Source: an optimization exercise on an open RTL-to-GDS flow (aim: small area). Production flows keep margins and buffers that such runs may drop.
No functional check of the RTL was part of any run shown here.
The clock cells of run 1 come from the design's own scripts or RTL, not from TritonCTS.
No driver is modelled on the clock port, so clock power and skew are understated where the tree is cut down; a real chip needs a root buffer or a tree.
Power and IR drop assume default switching activity.

**flow/constraint.sdc**
```tcl
create_clock -name core_clock -period 10.0 [get_ports {clock}]
set_input_delay 2.0000 -clock core_clock [delete_from_list [all_inputs] [get_ports {clock}]]
set_output_delay 2.0000 -clock core_clock [all_outputs]
set_load 0.01 [all_outputs]
```
**flow/standard.sh**
```bash
#!/bin/bash
# synth_recipe.tcl (not shown) runs the flow's synth.tcl, then flattens the netlist and writes it again
# the make line also repeats each setting of config.mk as NAME=value (left out here)
make -C /OpenROAD-flow-scripts/flow DESIGN_CONFIG=/design/flow/config.mk WORK_HOME=/design/flow/orfs CLKGATE_MAP_FILE= SYNTH_SCRIPT=/design/flow/synth_recipe.tcl "${@:-finish}"
```
**flow/config.mk**
```make
export PLATFORM = sky130hd
export DESIGN_NAME = vg75
export DESIGN_NICKNAME = vg75
export VERILOG_FILES = /design/flow/design.v
export SDC_FILE = /design/flow/constraint.sdc
export NUM_CORES = 4
export LEC_CHECK = 0
export CAP_MARGIN = 20
export CORE_MARGIN = 2
export CORE_UTILIZATION = 40
export SLEW_MARGIN = 20
```
**flow/flow/cts_hook.tcl**
```tcl
# Clock tree: the clock port drives a few clock buffers, each placed at the
# centre of a group of flip-flops (k-means on their placed positions), and
# each buffer drives its group's clock pins. This replaces TritonCTS.
proc my_kmeans_cts { k bufcell } {
  set block [ord::get_db_block]
  set dbu [$block getDefUnits]
  set pins {}
  set xs {}
  set ys {}
  foreach pin [get_pins -of_objects [get_nets clock]] {
    if { [get_property $pin direction] != "input" } { continue }
    set it [sta::sta_to_db_pin $pin]
    set loc [[$it getInst] getLocation]
    lappend pins $pin
    lappend xs [expr [lindex $loc 0] / double($dbu)]
    lappend ys [expr [lindex $loc 1] / double($dbu)]
  }
  set n [llength $pins]
  # initial centres: spread along x
  set order [lsort -real -indices $xs]
  set cx {}
  set cy {}
  for { set j 0 } { $j < $k } { incr j } {
    set i [lindex $order [expr int(($j + 0.5) * $n / $k)]]
    lappend cx [lindex $xs $i]
    lappend cy [lindex $ys $i]
  }
  for { set iter 0 } { $iter < 50 } { incr iter } {
    set asg {}
    for { set i 0 } { $i < $n } { incr i } {
      set best 0
      set bd 1e30
      for { set j 0 } { $j < $k } { incr j } {
        set d [expr abs([lindex $xs $i] - [lindex $cx $j]) + abs([lindex $ys $i] - [lindex $cy $j])]
        if { $d < $bd } { set bd $d; set best $j }
      }
      lappend asg $best
    }
    set ncx {}
    set ncy {}
    for { set j 0 } { $j < $k } { incr j } {
      set sx 0.0; set sy 0.0; set c 0
      for { set i 0 } { $i < $n } { incr i } {
        if { [lindex $asg $i] == $j } {
          set sx [expr $sx + [lindex $xs $i]]
          set sy [expr $sy + [lindex $ys $i]]
          incr c
        }
      }
      if { $c > 0 } {
        lappend ncx [expr $sx / $c]
        lappend ncy [expr $sy / $c]
      } else {
        lappend ncx [lindex $cx $j]
        lappend ncy [lindex $cy $j]
      }
    }
    set cx $ncx
    set cy $ncy
  }
  for { set j 0 } { $j < $k } { incr j } {
    set group {}
    for { set i 0 } { $i < $n } { incr i } {
      if { [lindex $asg $i] == $j } { lappend group [lindex $pins $i] }
    }
    if { [llength $group] == 0 } { continue }
    puts "clock group $j: [llength $group] sinks at [lindex $cx $j] [lindex $cy $j]"
    insert_buffer -buffer_cell $bufcell -net clock -load_pins $group \
      -location [list [lindex $cx $j] [lindex $cy $j]] \
      -buffer_name clkbuf_leaf_$j -net_name clknet_leaf_$j
  }
}

my_kmeans_cts $::env(FLOW_CTS_K) $::env(FLOW_CTS_BUF)
rename clock_tree_synthesis my_unused_cts
proc clock_tree_synthesis { args } {
  set_propagated_clock [all_clocks]
}
```
**flow/flow/run.sh**
```bash
#!/bin/bash
# Standard synthesis, then the standard layout with two changes:
#  - port buffers are buf_1 cells;
#  - the clock tree is a few clock buffers, each driving one k-means group
#    of flip-flops (flow/cts_hook.tcl), instead of TritonCTS's tree.
set -euo pipefail
export FLOW_CTS_K=${FLOW_CTS_K:-4}
export FLOW_CTS_BUF=${FLOW_CTS_BUF:-sky130_fd_sc_hd__clkbuf_16}
bash standard.sh synth > synth.log 2>&1
bash standard.sh \
  "BUFFER_PORTS_ARGS=-buffer_cell sky130_fd_sc_hd__buf_1" \
  "PRE_CTS_TCL=$PWD/flow/cts_hook.tcl" \
  finish > layout.log 2>&1
```
**flow/design.v**
```verilog
module vg75
(
    input               clock,
    input               reset_n,
    output reg          r,
    output              g,
    output              b,
    output              hs,
    output              vs,
    input      [15:0]   cpu_address,
    input      [ 7:0]   cpu_out,
    input               cpu_we,
    input               cpu_rd,
    output     [15:0]   address,
    output reg [10:0]   font_address,
    input       [7:0]   in,
    input       [7:0]   font_in
);
assign g = r;
assign b = r;
reg  [ 2:0] ph;          
reg  [ 7:0] hc;          
reg  [ 3:0] ln;          
reg  [ 5:0] vr;          
reg  [ 4:0] frame;       
reg         flash;
reg  [ 5:0] mask;        
reg  [12:0] addr;        
reg         loaded;      
reg         display;
reg         ld;          
reg         ld_row;      
reg  [ 6:0] cursor_x;
reg  [ 5:0] cursor_y;
wire p0 = ~ph[2] & ~ph[0];
wire p1 = ~ph[1] &  ph[0];
wire p5 =  ph[2] & ~ph[1];
wire xmax  = ~hc[7] & hc[6] & hc[5] & hc[4] & p5;        
wire vlast =  vr[5] & ~vr[4] & vr[2];                    
wire ymax  = vlast & ln[1] & ln[0];                      
wire lnmax = ln[3] & ln[0];                              
assign hs = hc[7] | ~(hc[6] & hc[5]) | (hc[4:0] == 5'd0);   
assign vs = vlast & ln[1];                                 
wire text  = ~vr[5] & ~(vr[4] & vr[3] & vr[2] & vr[1]);   
wire hpos  = ~hc[7] & (~hc[6] | ~hc[5] & ~hc[4]);          
wire h80   = hc == 8'd80;
wire fetch = text & (hpos | h80);                          
wire match = (cursor_x == hc[6:0]) & (cursor_y == vr);
assign address = {{3{loaded}}, addr};
always @(posedge clock) begin
    ph <= reset_n == 0 || xmax ? 3'b110 : {ph[1:0], ~ph[2]};
    if (reset_n == 0 || xmax)
        hc <= 8'd235;
    else if (p5)
        hc <= hc + 1;
    if (reset_n == 0) begin
        ln <= 5;
        vr <= 6'd55;
    end else if (xmax) begin
        if (ymax) begin
            ln <= 5;
            vr <= 6'd55;
        end else if (lnmax) begin
            ln <= 0;
            vr <= vr + 1;
        end else
            ln <= ln + 1;
    end
    if (reset_n == 0) begin
        frame <= 0;
        flash <= 0;
    end else if (xmax && ymax) begin
        frame <= (frame == 29) ? 0 : frame + 1;
        if (frame == 29) flash <= ~flash;
    end
    if (reset_n == 0) begin
        addr   <= 0;
        loaded <= 0;
    end else if (fetch && p0) begin
        loaded <= 1;
        if (hc == 0) begin
            if (ln == 0) begin
                if (vr == 0) addr <= 13'h06A0;
            end else
                addr[12:4] <= addr[12:4] - 5;
        end else
            addr <= addr + 1;
    end
    if (reset_n == 0)
        font_address <= 0;
    else if (fetch && p1)
        font_address <= {in, ln[2:0]};
    if (text && hpos && p5)
        mask <= ln[3] ? {6{match & flash}} : font_in[5:0];
    else
        mask <= {mask[4:0], 1'b0};
    r <= reset_n & display & mask[5] & ~hc[7];
    if (reset_n == 0) begin
        display  <= 1;
        ld       <= 0;
        cursor_x <= 0;
        cursor_y <= 0;
    end else if (cpu_we) begin
        if (cpu_address == 16'hC001) begin
            if (cpu_out[7:5] == 3'b001) begin
                ld      <= 0;
                display <= |cpu_out[4:0];
            end
            if (cpu_out == 8'h80) begin
                ld     <= 1;
                ld_row <= 0;
            end
        end else if (cpu_address == 16'hC000 && ld) begin
            ld_row <= ~ld_row;
            if (ld_row) cursor_y <= cpu_out[5:0];
            else        cursor_x <= cpu_out[6:0];
        end
    end
end
endmodule
```
==> results of run 1 <==
-- per-stage QoR --
stage / cell area [µm²] / hold slack [ns] / util, %
floorplan: 3870 / 0.439 / -
global placement: 4190 / 0.448 / 44.9
detailed placement: 4190 / 0.459 / 44.9
CTS: 4290 / 0.479 / 46.0
global route: 4290 / 0.520 / 46.0
finish: 4290 / 0.480 / 46.0
-- critical path, delay by kind of cell --
family	cells	cell delay (ns)
multiplexers	1	0.30
buffers and inverters	1	0.07
AND/OR/NAND/NOR	4	1.13
-- power by group --
group | leakage [µW] | switching [µW] | internal, µW
Sequential | 0.000610 | 4.52 | 302
Clock | 0.0000493 | 77.8 | 72.6
Combinational | 0.000882 | 14.2 | 10.7
-- worst paths after layout --
path	start	to	slack (ns)	cells past startpoint
max	cpu_address[9]	cursor_x[3]	6.52	6
min	mask[1]	mask[2]	0.48	2
max reg2reg	ln[0]	addr[5]	7.64	6
min reg2reg	mask[1]	mask[2]	0.48	2
-- logic make-up (layout without fill, tap and decap cells) --
kind of cell,count (synthesis),after routing
and+or+nand+nor,188,188
DFF,75,75
AOI/OAI and AO/OA,72,72
buffers and inverters,43,95
xor gates and xnor gates,29,29
muxes,26,26
adders and majority gates,11,11
-- final cells by class, clock buffers not listed --
| type | count | area, µm² |
|---|---|---|
| Timing Repair Buffer | 75 | 293 |
| Sequential cell | 75 | 1510 |
| Tap cell | 129 | 161 |
| Multi-Input combinational cell | 326 | 2170 |
| Fill cell | 941 | 5030 |
| Inverter | 16 | 60.1 |
-- registers in the layout (all words and copies together) (netlist names) --
name and count:
ph 3, r 1, cursor_y 6, frame 5
addr 13, cursor_x 7, mask 6, vr 6
ld 1, font_address 11, ln 4, flash 1
loaded 1, ld_row 1, display 1, hc 8
-- cell usage in the layout, fill, tap and decap left out, types with 8 or more instances in the layout --
cell type,n
a21oi_1,20
buf_1,72
dfxtp_1,74
ha_1,11
inv_1,16
mux2i_1,26
nand2_1,38
nand3_1,12
nand4_1,10
nor2_1,54
nor3_1,15
nor4_1,8
o21ai_0,12
xnor2_1,19
xor2_1,10
-- metal layers --
metal  global-route usage, %  wire, µm  up-vias
met5                       0         0        -
met4                    2.05        78        0
met3                   0.958       347        8
met2                    30.7      4180       82
met1                    23.6      4270     1564
li1                        -         -     1692
-- synth_stat cells (4+ instances only) --
| cell type | n |
|---|---|
| o311ai_1 | 4 |
| and3_1 | 5 |
| nor2_1 | 54 |
| inv_1 | 16 |
| o221a_2 | 4 |
| or4_1 | 6 |
| a21oi_1 | 20 |
| o21ai_1 | 4 |
| nor4_1 | 8 |
| buf_2 | 6 |
| mux2i_1 | 26 |
| o21ai_0 | 12 |
| xor2_1 | 10 |
| nand3b_1 | 5 |
| nor3_1 | 15 |
| or3_1 | 6 |
| buf_4 | 6 |
| nand4_1 | 10 |
| clkbuf_1 | 12 |
| nand3_1 | 12 |
| nor4b_1 | 4 |
| dfxtp_1 | 74 |
| and4_1 | 4 |
| ha_1 | 11 |
| xnor2_1 | 19 |
| a31oi_1 | 6 |
| nand2_1 | 38 |
==> impl_metrics.csv, run 1 <==
group,metric,value,unit
floorplanning,die_w,102,µm
logic_synthesis,ys_seq_elements,75,
routing,antenna_left,0,
hold_path,hold_path_class,"reg -> reg",
logic_synthesis,ys.flop_type,"dfxtp_1",
floorplanning,die_h,102,µm
setup_path,crit_slowest_cell,"nor4_1",
sta,finalMaxSlewViolations,0,
sta,worstMarginPinSlew,0.944,ns
logic_synthesis,synth_area,3870,µm²
sta,setup_slack,6.52,ns
sta,grt_setup_unrepaired,"no",
place,place_inst,621,
global_routing,grt_pass1_vias,3133,
setup_path,cp-end-kind,"flip-flop",
sta,finalCriticalPeriod,3.48,ns
clocking,path_clk_slew,0.09,ns
global_routing,antenna_found_initial,0,
global_routing,grt-ovfl-total,0,
logic_synthesis,yosysTopAreaCellShare,38.3,%
clocking,cts.repair.resized,0,
setup_path,slowest_delay,0.45,ns
floorplanning,coreArea,9330,µm²
floorplanning,core.rowCount,35,
setup_path,critical_path_peak_fanout,7,
floorplanning,die_area,10500,µm²
clocking,post_cts_buffers,0,
clocking,hold_buffers,0,
logic_synthesis,synth_area_leaders,"dfxtp_1 38%, mux2i_1 6.7%, nor2_1 5.2%",
logic_synthesis,syn_nets,499,
power_and_ir_drop,ir_drop,153,µV
setup_path,critPathLaunchType,"input pin",
place,hpwlAfterDp,6540,µm
logic_synthesis,synth-warning-count,1,
logic_synthesis,synth_edf_count,1,
logic_synthesis,async_flop_share,0,%
sta,hold_violations,0,
place,portBuffers,72,
floorplanning,start_util,41.5,%
global_routing,grt_usage,17.1,%
place,pre_cts_slack,6.35,ns
floorplanning,ioPinCount,76,
final_layout,fin_cells,625,
final_layout,drive_gt1_share,4.44,%
final_layout,fin_nets,553,
routing,routed_wirelength,8870,µm
routing,route.detailed.drc,0,
routing,vias,3346,
global_routing,grt_max_degree,33,
power_and_ir_drop,power,481,µW
routing,avgViaCountPerCell,5.35,
logic_synthesis,synth_fa_ha_area_share,3.56,%
setup_path,path_class,"in -> reg",
sta,max_freq,0.288,GHz
routing,drt-pass1-iter-count,4,
sta,finalSetupViolations,0,
sta,relSlewSlack,37.0,%
logic_synthesis,synthDistinctLibCells,60,
global_routing,grt_pass1_wl,15000,µm
setup_path,path_cells,"buf_1, nor4_1, and3_1, nand3b_1, mux2i_1, nor2_1",
job,drv_cap,0,
logic_synthesis,synth_compound_area_share,12.9,%
logic_synthesis,synth-simple-area-share,26.1,%
logic_synthesis,synth_area_per_cell,8.72,µm²
sta,fin_setup_tns,0,ns
setup_path,required,10.03,ns
sta,timing.final.crit_share,34.8,%
final_layout,area_growth,10.9,%
outcome,status,"finished clean",
routing,wl_per_cell,14.2,µm
setup_path,arrival,3.51,ns
logic_synthesis,synth_xor_area_share,6.56,%
logic_synthesis,seq_area_frac_synth,39.0,%
logic_synthesis,synthMuxAreaShare,6.72,%
logic_synthesis,synth_largest_area_cell,"dfxtp_1",
logic_synthesis,synth_top_family_by_area,"simple AND/OR/NAND/NOR gates",
power_and_ir_drop,power.density,112,nW/µm²
place,gp_congestion,0.808,
sta,finalClockSkew,0.0149,ns
power_and_ir_drop,p_leak,0.00154,µW
final_layout,num_antenna_cells,0,
clocking,insertion_delay,0.15,ns
routing,drtIter0Drc,138,
logic_synthesis,syn_inst,444,
==> inputs of run 2 (changes only) <==
==> flow/design.v (replaced) <==
/*verilator lint_off WIDTH*/
/*verilator lint_off CASEINCOMPLETE*/
/*verilator lint_off CASEX*/
module vg75
(
    input               clock,           
    input               reset_n,         
    output reg          r,
    output reg          g,
    output reg          b,
    output              hs,
    output              vs,
    input      [15:0]   cpu_address,
    input      [ 7:0]   cpu_out,
    input               cpu_we,
    input               cpu_rd,
    output reg [15:0]   address,         
    output reg [10:0]   font_address,    
    input       [7:0]   in,              
    input       [7:0]   font_in          
);
localparam
    hz_visible = 640, vt_visible = 400,
    hz_front   = 16,  vt_front   = 12,
    hz_sync    = 96,  vt_sync    = 2,
    hz_back    = 48,  vt_back    = 35,
    hz_whole   = 800, vt_whole   = 449;
localparam
    LOAD_CURSOR = 1,
    DISPLAY_OFF = 2;
assign hs = x  < (hz_back + hz_visible + hz_front);  
assign vs = y >= (vt_back + vt_visible + vt_front);  
wire        xmax = (x == hz_whole - 1);
wire        ymax = (y == vt_whole - 1);
wire        vis  = (x >= hz_back && x < hz_visible + hz_back && y >= vt_back && y < vt_visible + vt_back);
reg  [10:0] x;
reg  [10:0] y;
reg  [ 2:0] cnt_xfine;   
reg  [ 3:0] cnt_yfine;   
reg  [ 6:0] cnt_x;       
reg  [ 5:0] cnt_y;       
reg         flash;       
reg  [ 5:0] frame;       
reg  [ 7:0] mask;        
reg         display;
reg  [ 2:0] cmd;
reg  [ 2:0] cmd_cnt;
reg  [ 6:0] cursor_x;
reg  [ 5:0] cursor_y;
reg  [15:0] base_address;
reg  [ 2:0] sym_height;
reg  [ 1:0] sym_gap;
wire [ 7:0] cursor_area =
    (cursor_x == cnt_x && cursor_y == cnt_y) &&
    (flash && cnt_yfine > sym_height) ?
        8'hFF : 8'h00;
always @(posedge clock)
if (reset_n == 0) begin
    base_address <= 16'hE6A0;
    sym_height   <= 7;  
    sym_gap      <= 2;  
    cursor_x     <= 0;
    cursor_y     <= 0;
    display      <= 1;
    x            <= 0;
    y            <= 0;
    cnt_xfine    <= 0;
    cnt_yfine    <= 0;
    cnt_x        <= 0;
    cnt_y        <= 0;
    flash        <= 0;
    frame        <= 0;
    mask         <= 0;
    cmd          <= 0;
    cmd_cnt      <= 0;
    {r, g, b}    <= 3'b000;
    address      <= 0;
    font_address <= 0;
end
else begin
    x <= xmax ?         0 : x + 1;
    y <= xmax ? (ymax ? 0 : y + 1) : y;
    if (xmax && ymax) begin
        frame <= (frame == 29) ? 0 : frame + 1;
        if (frame == 29) flash <= ~flash;
    end
    {r, g, b} <= display & vis & mask[5 - cnt_xfine] ? 3'b111 : 3'b000;
    if (x >= hz_back + 74 && x < hz_back + 79 + (80*6) && y >= vt_back + 50 && cnt_y < 30) begin
        cnt_xfine <= cnt_xfine + 1;
        case (cnt_xfine)
        0: begin address      <= cnt_x + (80*cnt_y) + base_address; end
        1: begin font_address <= {in, cnt_yfine[2:0]}; end
        5: begin
            mask      <= (cnt_yfine > sym_height ? cursor_area : font_in);
            cnt_xfine <= 0;
            cnt_x     <= cnt_x + 1;
        end
        endcase
    end
    else begin
        cnt_xfine <= 0;
        cnt_x     <= 0;
        mask      <= 0;
        if (xmax) begin
            if (y >= vt_back + 50 && cnt_y < 30) begin
                cnt_yfine <= (cnt_yfine == (sym_height + sym_gap) ? 0 : cnt_yfine + 1);
                if (cnt_yfine == (sym_height + sym_gap)) cnt_y <= cnt_y + 1;
            end
            if (ymax) begin cnt_y <= 0; cnt_yfine <= 0; end
        end
    end
    if (cpu_we) begin
        if (cpu_address == 16'hC001) begin
            casex (cpu_out)
            8'b001x_xxxx: begin cmd <= DISPLAY_OFF; cmd_cnt <= 0; display <= |cpu_out[4:0]; end
            8'b1000_0000: begin cmd <= LOAD_CURSOR; cmd_cnt <= 0; end
            endcase
        end
        else if (cpu_address == 16'hC000) begin
            case (cmd)
                LOAD_CURSOR: case (cmd_cnt)
                0: begin cmd_cnt <= 1; cursor_x <= cpu_out; end
                1: begin cmd_cnt <= 0; cursor_y <= cpu_out; end
                endcase
            endcase
        end
    end
end
endmodule
==> flow/run.sh (new file) <==
#!/bin/bash
# synth_recipe.tcl (not shown) runs the flow's synth.tcl, then flattens the netlist and writes it again
# the make line also repeats each setting of config.mk as NAME=value (left out here)
make -C /OpenROAD-flow-scripts/flow DESIGN_CONFIG=/design/flow/config.mk WORK_HOME=/design/flow/orfs CLKGATE_MAP_FILE= SYNTH_SCRIPT=/design/flow/synth_recipe.tcl finish
removed: flow/flow/run.sh
removed: flow/flow/cts_hook.tcl
removed: flow/standard.sh
==> run 2 against run 1 <==
  * Still clean on timing, DRC and antenna
  * Synthesized cell count rose by 39%
  * Utilization rose by 3.6 points
  * Power rose by 75%
  * Cell count rose by 36%
  * Setup slack got worse by 0.61 ns
  * Wire length rose by 42%
  * Register-to-register slack got worse by 0.42 ns
  * Clock power rose to 2.7 times the previous value
  * Flip-flop and latch count rose by 27
  * First-iteration DRC count rose by 120%
==> impl_metrics.csv, run 2 <==
group,metric,value,unit
setup_path,cpLargestDelayFamily,"buffers and inverters",
clocking,clock_sinks,102,
final_layout,final_common_cell,"dfxtp_1",
final_layout,fin_nets,744,
setup_path,critPathLaunchType,"flip-flop",
setup_path,cp-end-kind,"primary output",
setup_path,arrival,2.09,ns
clocking,clock_path_buffers,2,
global_routing,grt-ovfl-total,0,
clocking,hold_buffers,0,
final_layout,final_cell_mix,"102 x dfxtp_1, 74 x clkdlybuf4s50_1, 72 x nor2_1",
final_layout,drive_gt1_share,5.19,%
logic_synthesis,synth_area_per_cell,8.61,µm²
sta,relSlewSlack,43.2,%
clocking,h-tree-depth,3,
routing,avgViaCountPerCell,5.36,
logic_synthesis,synth_largest_area_cell,"dfxtp_1",
clocking,path_clk_slew,0.07,ns
final_layout,regMostFlops,"address",
setup_path,rrSetupSlack,7.22,ns
floorplanning,start_util,40.5,%
routing,route.detailed.drc,0,
sta,timing.final.crit_share,40.9,%
logic_synthesis,ys.flop_type,"dfxtp_1",
routing,wl_met1,5960,µm
floorplanning,die_area,14200,µm²
routing,vias,4560,
sta,finalSetupViolations,0,
setup_path,timing.rr.start,"cnt_y[1]",
setup_path,ff2ff_path_depth,9,
logic_synthesis,synth.most_common_cell,"dfxtp_1",
sta,setup_slack,5.91,ns
routing,wl_met2,6190,µm
power_and_ir_drop,comb_power_share,3.6,%
place,gp_congestion,0.853,
logic_synthesis,syn_nets,691,
power_and_ir_drop,p_leak,0.00238,µW
global_routing,grt_max_degree,44,
global_routing,grt_usage,18.5,%
setup_path,path_class,"reg -> out",
logic_synthesis,synth_area,5300,µm²
logic_synthesis,synth_area_leaders,"dfxtp_1 39%, ha_1 6.8%, xnor2_1 5.3%",
job,drv_cap,0,
routing,drt-pass1-iter-count,5,
setup_path,cp_common_cell,"nor2_1",
routing,routed_wirelength,12600,µm
routing,wl_met3,394,µm
hold_path,holdPathEnd,"address[14]",
sta,fin_setup_tns,0,ns
logic_synthesis,synth_common_cells,"102 x dfxtp_1, 72 x nor2_1, 44 x a21oi_1",
hold_path,hold_path_class,"reg -> reg",
logic_synthesis,synthDistinctLibCells,64,
setup_path,crit_buf_inv,1,
sta,finalClockSkew,0.0116,ns
hold_path,hold_path_depth,1,
setup_path,timing.rr.end,"address[12]",
final_layout,num_antenna_cells,0,
clocking,ctsRootBufferMaster,"clkbuf_16",
clocking,numCtsBuffers,9,
logic_synthesis,syn_inst,616,
hold_path,min_from,"address[14]",
sta,max_freq,0.245,GHz
power_and_ir_drop,switching_share,20.3,%
routing,wl_per_cell,14.9,µm
floorplanning,ioPinCount,76,
sta,finalCriticalPeriod,4.09,ns
sta,hold_violations,0,
floorplanning,coreArea,13100,µm²
place,pre_cts_slack,5.62,ns
setup_path,crit_slowest_cell,"clkdlybuf4s50_1",
setup_path,path_cells,"ha_1, a21oi_1, nor2_1, nor2_1, o21bai_1, clkdlybuf4s50_1",
power_and_ir_drop,ir_drop,88.3,µV
sta,finalMaxSlewViolations,0,
clocking,cts_tree,"done",
routing,antenna_left,0,
setup_path,slowest_delay,0.56,ns
logic_synthesis,async_flop_share,0,%
setup_path,critical_path_peak_fanout,7,
sta,grt_setup_unrepaired,"no",
logic_synthesis,ys_seq_elements,102,
clocking,insertion_delay,0.35,ns
place,hpwlAfterDp,9250,µm
power_and_ir_drop,p_sw,171,µW
final_layout,area_growth,22.4,%
logic_synthesis,yosysTopAreaCellShare,38.5,%
power_and_ir_drop,power,844,µW
routing,routed.top_layer,"met4",
sta,worstMarginPinSlew,0.849,ns
setup_path,required,8.00,ns
logic_synthesis,synth_edf_count,0,
global_routing,grt_pass1_wl,21400,µm
power_and_ir_drop,cell_internal_pwr,672,µW
floorplanning,core.rowCount,42,
final_layout,largest_reg_flops,16,
power_and_ir_drop,power.density,130,nW/µm²
power_and_ir_drop,power_frac_clock,47.9,%
global_routing,grt_pass1_vias,4417,
routing,drtIter0Drc,303,
outcome,status,"finished clean",
clocking,cts.repair.resized,0,
power_and_ir_drop,p_seq_share,48.5,%
global_routing,antenna_found_initial,0,
clocking,post_cts_buffers,0,
logic_synthesis,seq_area_frac_synth,38.5,%
place,portBuffers,74,
logic_synthesis,synth-warning-count,1,
floorplanning,die_h,119,µm
floorplanning,die_w,119,µm
## run 2: cell types whose count changed after synthesis, sizes merged, moves of 14 or more
cell | previous run | this run
a21oi | 20 | 44
ha | 11 | 29
o21ai | 16 | 31
clkbuf | 12 | 26
dfxtp | 74 | 102
nor2 | 54 | 72
nand3 | 12 | 42
## run 2: cell families after synthesis
family / Yosys count / share of synthesized area, %
AOI/OAI and AO/OA: 121 / 14.0
xor gates and xnor gates: 49 / 8.09
adders and majority gates: 31 / 7.60
buffers and inverters: 56 / 4.46
DFF: 102 / 38.5
muxes: 18 / 3.87
and+or+nand+nor: 239 / 23.4
## run 2: power by group through the flow
stage               logic [µW]  registers, µW  clock network (µW)
floorplan                 10.4            418                   0
global placement          29.9            419                   0
detailed placement        30.6            419                   0
CTS                       30.7            409                 414
global route              32.7            409                 428
finish                    30.4            409                 404
## run 2: per-layer routing
layer  global-route usage [%]  vias to the layer above
li1                         -                     2297
met1                     24.1                     2181
met2                     31.8                       74
met3                     3.45                        8
met4                     4.02                        0
met5                        0                        -
## run 2: stage by stage
step           area [µm²]  utilization, %  hold WS, ns  instances
2_1_floorplan        5300               -        0.430        616
3_3_place_gp         6150            47.0        0.448        834
3_5_place_dp         6150            47.0        0.462        834
4_1_cts              6490            49.6        0.479        850
5_1_grt              6490            49.6        0.499        850
6_report             6490            49.6        0.472        850
## run 2: layout make-up
cell class,instances,area [µm²]
Sequential cell,102,2040
Fill cell,1237,6590
Multi-Input combinational cell,458,3030
Timing Repair Buffer,79,778
Tap cell,176,220
Inverter,19,71.3
Clock inverter,6,116
Clock buffer,10,229
## run 2: worst max path at each step
stage	cells past startpoint	slack, ns	start	end
floorplan	5	6.52	cpu_address[9]	cursor_x[0]
global placement	3	5.70	reset_n	mask[6]
finish	6	5.91	y[0]	vs
global route	6	5.75	y[0]	vs
detailed placement	3	5.62	reset_n	mask[6]
CTS	6	5.89	y[0]	vs

afterwards: timing with drivers on the ports:
Ports are ideal in the flow. The routed layouts listed here were re-timed in OpenROAD.
Step 1, drivers: a clkbuf_16 drives clock and a buf_2 each remaining input, both assumed.
Step 2, shift: input delay + t, output delay - t, t = (earliest + latest rising clock arrival at the registers) / 2. This alone moves slack from input paths to output paths.
a / b / c = ideal ports / drivers / drivers and shift; a / b = the first two.
| run | t (ns) | setup slack, ns | hold slack, ns |
|---|---|---|---|
| run 1 | 0.220 | 6.523 / 6.467 / 6.361 | 0.480 / 0.480 / 0.480 |
| run 2 | 0.381 | 5.911 / 5.871 / 5.644 | 0.472 / 0.472 / 0.472 |
After both steps every run listed still meets setup and hold. The setup slack of run 2, which loses most, moves by -0.040 ns with the drivers and by -0.267 ns with both steps.
